What follows belongs to an exercise in optimizing a design on an open flow for small area and few clock cycles per item; a production flow would make more cautious choices. Only simulation tests tie the RTL to the original design; equivalence was not proved. Power is estimated from default activity; no workload was simulated.

Design pipeline_division, start of the top module:
module pipeline_division #(
  parameter int DIVINDED_WIDTH = 32,
  parameter int DIVISOR_WIDTH  = 32
)(
  input                           clk_i,
  input                           rst_i,
  input  [DIVINDED_WIDTH - 1 : 0] divinded_i,
  input  [DIVISOR_WIDTH - 1 : 0]  divisor_i,
  input                           valid_i,
  output                          ready_o,
  output [DIVINDED_WIDTH - 1 : 0] quotient_o,
  output [DIVISOR_WIDTH - 1 : 0]  reminder_o,
  output                          valid_o,
  input                           ready_i
);
logic [2:0] rem_0;
logic [31:0] sh_0;
logic [31:0] dv_0;
logic [4:0] rem_1;
logic [31:0] sh_1;
logic [31:0] dv_1;
logic [6:0] rem_2;
logic [31:0] sh_2;
logic [31:0] dv_2;
logic [8:0] rem_3;
logic [31:0] sh_3;
logic [31:0] dv_3;
logic [10:0] rem_4;
logic [31:0] sh_4;
logic [31:0] dv_4;
logic [12:0] rem_5;
logic [31:0] sh_5;
logic [31:0] dv_5;
logic [14:0] rem_6;
logic [31:0] sh_6;
logic [31:0] dv_6;
logic [16:0] rem_7;
logic [31:0] sh_7;
logic [31:0] dv_7;
logic [18:0] rem_8;
logic [31:0] sh_8;
logic [31:0] dv_8;
logic [20:0] rem_9;
logic [31:0] sh_9;
logic [31:0] dv_9;
logic [22:0] rem_10;
logic [31:0] sh_10;
logic [31:0] dv_10;
logic [24:0] rem_11;
logic [31:0] sh_11;
logic [31:0] dv_11;
logic [26:0] rem_12;
logic [31:0] sh_12;
logic [31:0] dv_12;
logic [28:0] rem_13;
logic [31:0] sh_13;
logic [31:0] dv_13;
logic [30:0] rem_14;
logic [31:0] sh_14;
logic [31:0] dv_14;
logic [14:0] vld;
assign ready_o = !vld[14] || ready_i;
  ...
Size: ~1200 flip-flops, ~130 I/O pins, about 71000 µm² of cells after synthesis.
Settings: LEC_CHECK=0, ABC_AREA=1, CAP_MARGIN=20, CORE_MARGIN=2, CORE_UTILIZATION=65, CTS_BUF_LIST=sky130_fd_sc_hd__clkbuf_8, CTS_CLUSTER_SIZE=20, PLACE_DENSITY=0.75, SLEW_MARGIN=20; clock period 5.0 ns.
run.sh (not shown) runs the stock make flow with config.mk's settings and CLKGATE_MAP_FILE= SYNTH_SCRIPT=/design/flow/synth_recipe.tcl, a recipe that flattens the netlist after the stock synthesis.
Testbench counts at the start, summed over its fixed seeds: cycles 4,060, items 4,000.
Next try:
--- a/flow/config.mk
+++ b/flow/config.mk
@@ -11,4 +11,2 @@
-export CORE_UTILIZATION = 65
-export CTS_BUF_LIST = sky130_fd_sc_hd__clkbuf_8
-export CTS_CLUSTER_SIZE = 20
-export PLACE_DENSITY = 0.75
+export CORE_UTILIZATION = 45
+export PLACE_DENSITY = 0.6
Critical path depth does not change.
Die area rises by 44%.
Non-clock buffer count rises by 16.
Clock skew falls by 0.014 ns.
Area after synthesis does not change.
Total power rises by 3.1%.
Sequential power stays flat.
Maximum frequency barely changes.

* * *

Setup of violet:
Another version of the RTL of pipeline_division (not shown whole).
For scale: about 130 I/O pins, ~0.065 mm² of cells after synthesis.
Settings: LEC_CHECK=0, ABC_AREA=1, CAP_MARGIN=20, CORE_MARGIN=2, CORE_UTILIZATION=65, CTS_BUF_LIST=sky130_fd_sc_hd__clkbuf_8, CTS_CLUSTER_DIAMETER=80, CTS_CLUSTER_SIZE=16, PLACE_DENSITY=0.75, SLEW_MARGIN=20; clock period 5.0 ns.
Testbench counts of violet, summed over its fixed seeds: cycles 4,060, items 4,000.
## Diff of input files: zinc against violet
# violet
export LEC_CHECK = 0
export ABC_AREA = 1
export CAP_MARGIN = 20
export CORE_MARGIN = 2
export CORE_UTILIZATION = 65
export CTS_BUF_LIST = sky130_fd_sc_hd__clkbuf_8
export CTS_CLUSTER_DIAMETER = 80
export CTS_CLUSTER_SIZE = 16
export PLACE_DENSITY = 0.75
export SLEW_MARGIN = 20
create_clock -name core_clock -period 5.0 [get_ports {clk_i}]
# zinc
export LEC_CHECK = 0
export ABC_AREA = 1
export CAP_MARGIN = 20
export CORE_MARGIN = 2
export CORE_UTILIZATION = 65
export CTS_BUF_LIST = sky130_fd_sc_hd__clkbuf_8
export CTS_CLUSTER_SIZE = 20
export PLACE_DENSITY = 0.75
export SLEW_MARGIN = 20
create_clock -name core_clock -period 5.0 [get_ports {clk_i}]
Findings:
- Transition time of the tightest slew-check pin came out higher on zinc than on violet.
- Startpoint of the most critical setup path = dv_3[0]: violet; startpoint of the most critical setup path = dv_4[0]: zinc
- zinc vs violet — routed wire length climbed by a few percent
- Met1 track demand over resource: zinc vs violet, no meaningful difference
- Routed wire length per instance essentially unchanged between violet and zinc.
- zinc vs violet: post-route worst setup slack up in zinc
- Diff violet -> zinc | critical path depth | increase of 3
- The core utilization in zinc sits 2.3 points above the value recorded for violet.
- For violet, the capture point of the worst path was rem_4[7], unlike zinc, where it was rem_5[6].
- From violet to zinc the numbers moved as follows: proportion of power drawn by combinational gates moved down, net switching power moved up.
- Going from violet to zinc, the final-stage net count was found to have gone up by 105.
Modified inputs, onyx compared to zinc
# zinc
export LEC_CHECK = 0
export ABC_AREA = 1
export CAP_MARGIN = 20
export CORE_MARGIN = 2
export CORE_UTILIZATION = 65
export CTS_BUF_LIST = sky130_fd_sc_hd__clkbuf_8
export CTS_CLUSTER_SIZE = 20
export PLACE_DENSITY = 0.75
export SLEW_MARGIN = 20
create_clock -name core_clock -period 5.0 [get_ports {clk_i}]
# onyx
export LEC_CHECK = 0
export ABC_AREA = 1
export CAP_MARGIN = 20
export CORE_MARGIN = 2
export CORE_UTILIZATION = 65
export CTS_BUF_LIST = sky130_fd_sc_hd__clkbuf_4
export CTS_CLUSTER_SIZE = 16
export PLACE_DENSITY = 0.75
export SLEW_MARGIN = 20
create_clock -name core_clock -period 5.0 [get_ports {clk_i}]
Results
- Cmp onyx and zinc / final-layout clock-cell area share / higher: onyx
- Via count (lower): zinc
- Comparing onyx and zinc, the higher fraction of power consumed by the clock network is on onyx.
- Delta (onyx minus zinc): share of the clock period used by the worst path now larger, design area comparable, routed wire length now larger.
## Diff of input files: garnet against onyx
# onyx
export LEC_CHECK = 0
export ABC_AREA = 1
export CAP_MARGIN = 20
export CORE_MARGIN = 2
export CORE_UTILIZATION = 65
export CTS_BUF_LIST = sky130_fd_sc_hd__clkbuf_4
export CTS_CLUSTER_SIZE = 16
export PLACE_DENSITY = 0.75
export SLEW_MARGIN = 20
create_clock -name core_clock -period 5.0 [get_ports {clk_i}]
# garnet
export LEC_CHECK = 0
export ABC_AREA = 1
export CAP_MARGIN = 20
export CORE_MARGIN = 2
export CORE_UTILIZATION = 45
export PLACE_DENSITY = 0.6
export SLEW_MARGIN = 20
create_clock -name core_clock -period 5.0 [get_ports {clk_i}]
==> run summary <==
Between garnet and onyx, it is garnet whose number of filler cells placed in the layout is higher, by 5551. Critical path startpoint: dv_4[0] -> garnet, dv_8[3] -> onyx. Sort onyx and garnet by delay of the slowest cell on the worst path, descending, and garnet comes first. Compared to onyx, garnet has critical path depth about 7% lower. garnet vs. onyx: post-route total power went up by about 3.4%, measured slew at the worst slew-check pin went down by 0.28 ns, detailed placement HPWL +about 3.3%. garnet gives less clock buffer count than onyx did. garnet ends up with a area of placed instances that is 0.0011 mm² higher than in onyx.

static timing again, ports no longer ideal:
The flow's constraints put no driver on any port. The routed layouts listed below were extracted and timed again, unchanged, in two steps. Step 1: set_driving_cell puts a clkbuf_16 on clk_i and a buf_2 on each other input, an assumption about the parent block. Step 2 also shifts input and output timing later by t, the mid clock arrival at the registers, as if the neighbouring blocks saw the same clock. a / b / c = no drivers / after step 1 / after step 2; a / b = the first two.
| run | t (ns) | setup WS [ns] | worst hold slack (ns) | worst setup path at the end | worst data-port slew with drivers (ns) |
|---|---|---|---|---|---|
| the first run of note 1 | 0.951 | 0.124 / 0.052 / 0.531 | 0.367 / 0.367 / 0.367 | register to register | 0.09 |
| the second run of note 1 | 0.852 | 0.129 / 0.049 / 0.612 | 0.390 / 0.390 / 0.390 | register to register | 0.05 |
| violet | 0.862 | 0.465 / 0.465 / -0.171 | 0.390 / 0.390 / 0.390 | input to register | 0.07 |
| zinc | 0.940 | 0.475 / 0.475 / -0.187 | 0.393 / 0.393 / 0.393 | input to register | 0.07 |
| onyx | 1.203 | 0.367 / 0.367 / -0.067 | 0.162 / 0.108 / 0.370 | input to register | 0.07 |
| garnet | 0.835 | 0.473 / 0.473 / 0.132 | 0.396 / 0.396 / 0.396 | input to register | 0.05 |
With both steps, setup timing fails in violet, zinc and onyx, where it was met with ideal ports. For zinc, which loses most, drivers alone change the setup slack by 0.000 ns; drivers and shift together by -0.662 ns.
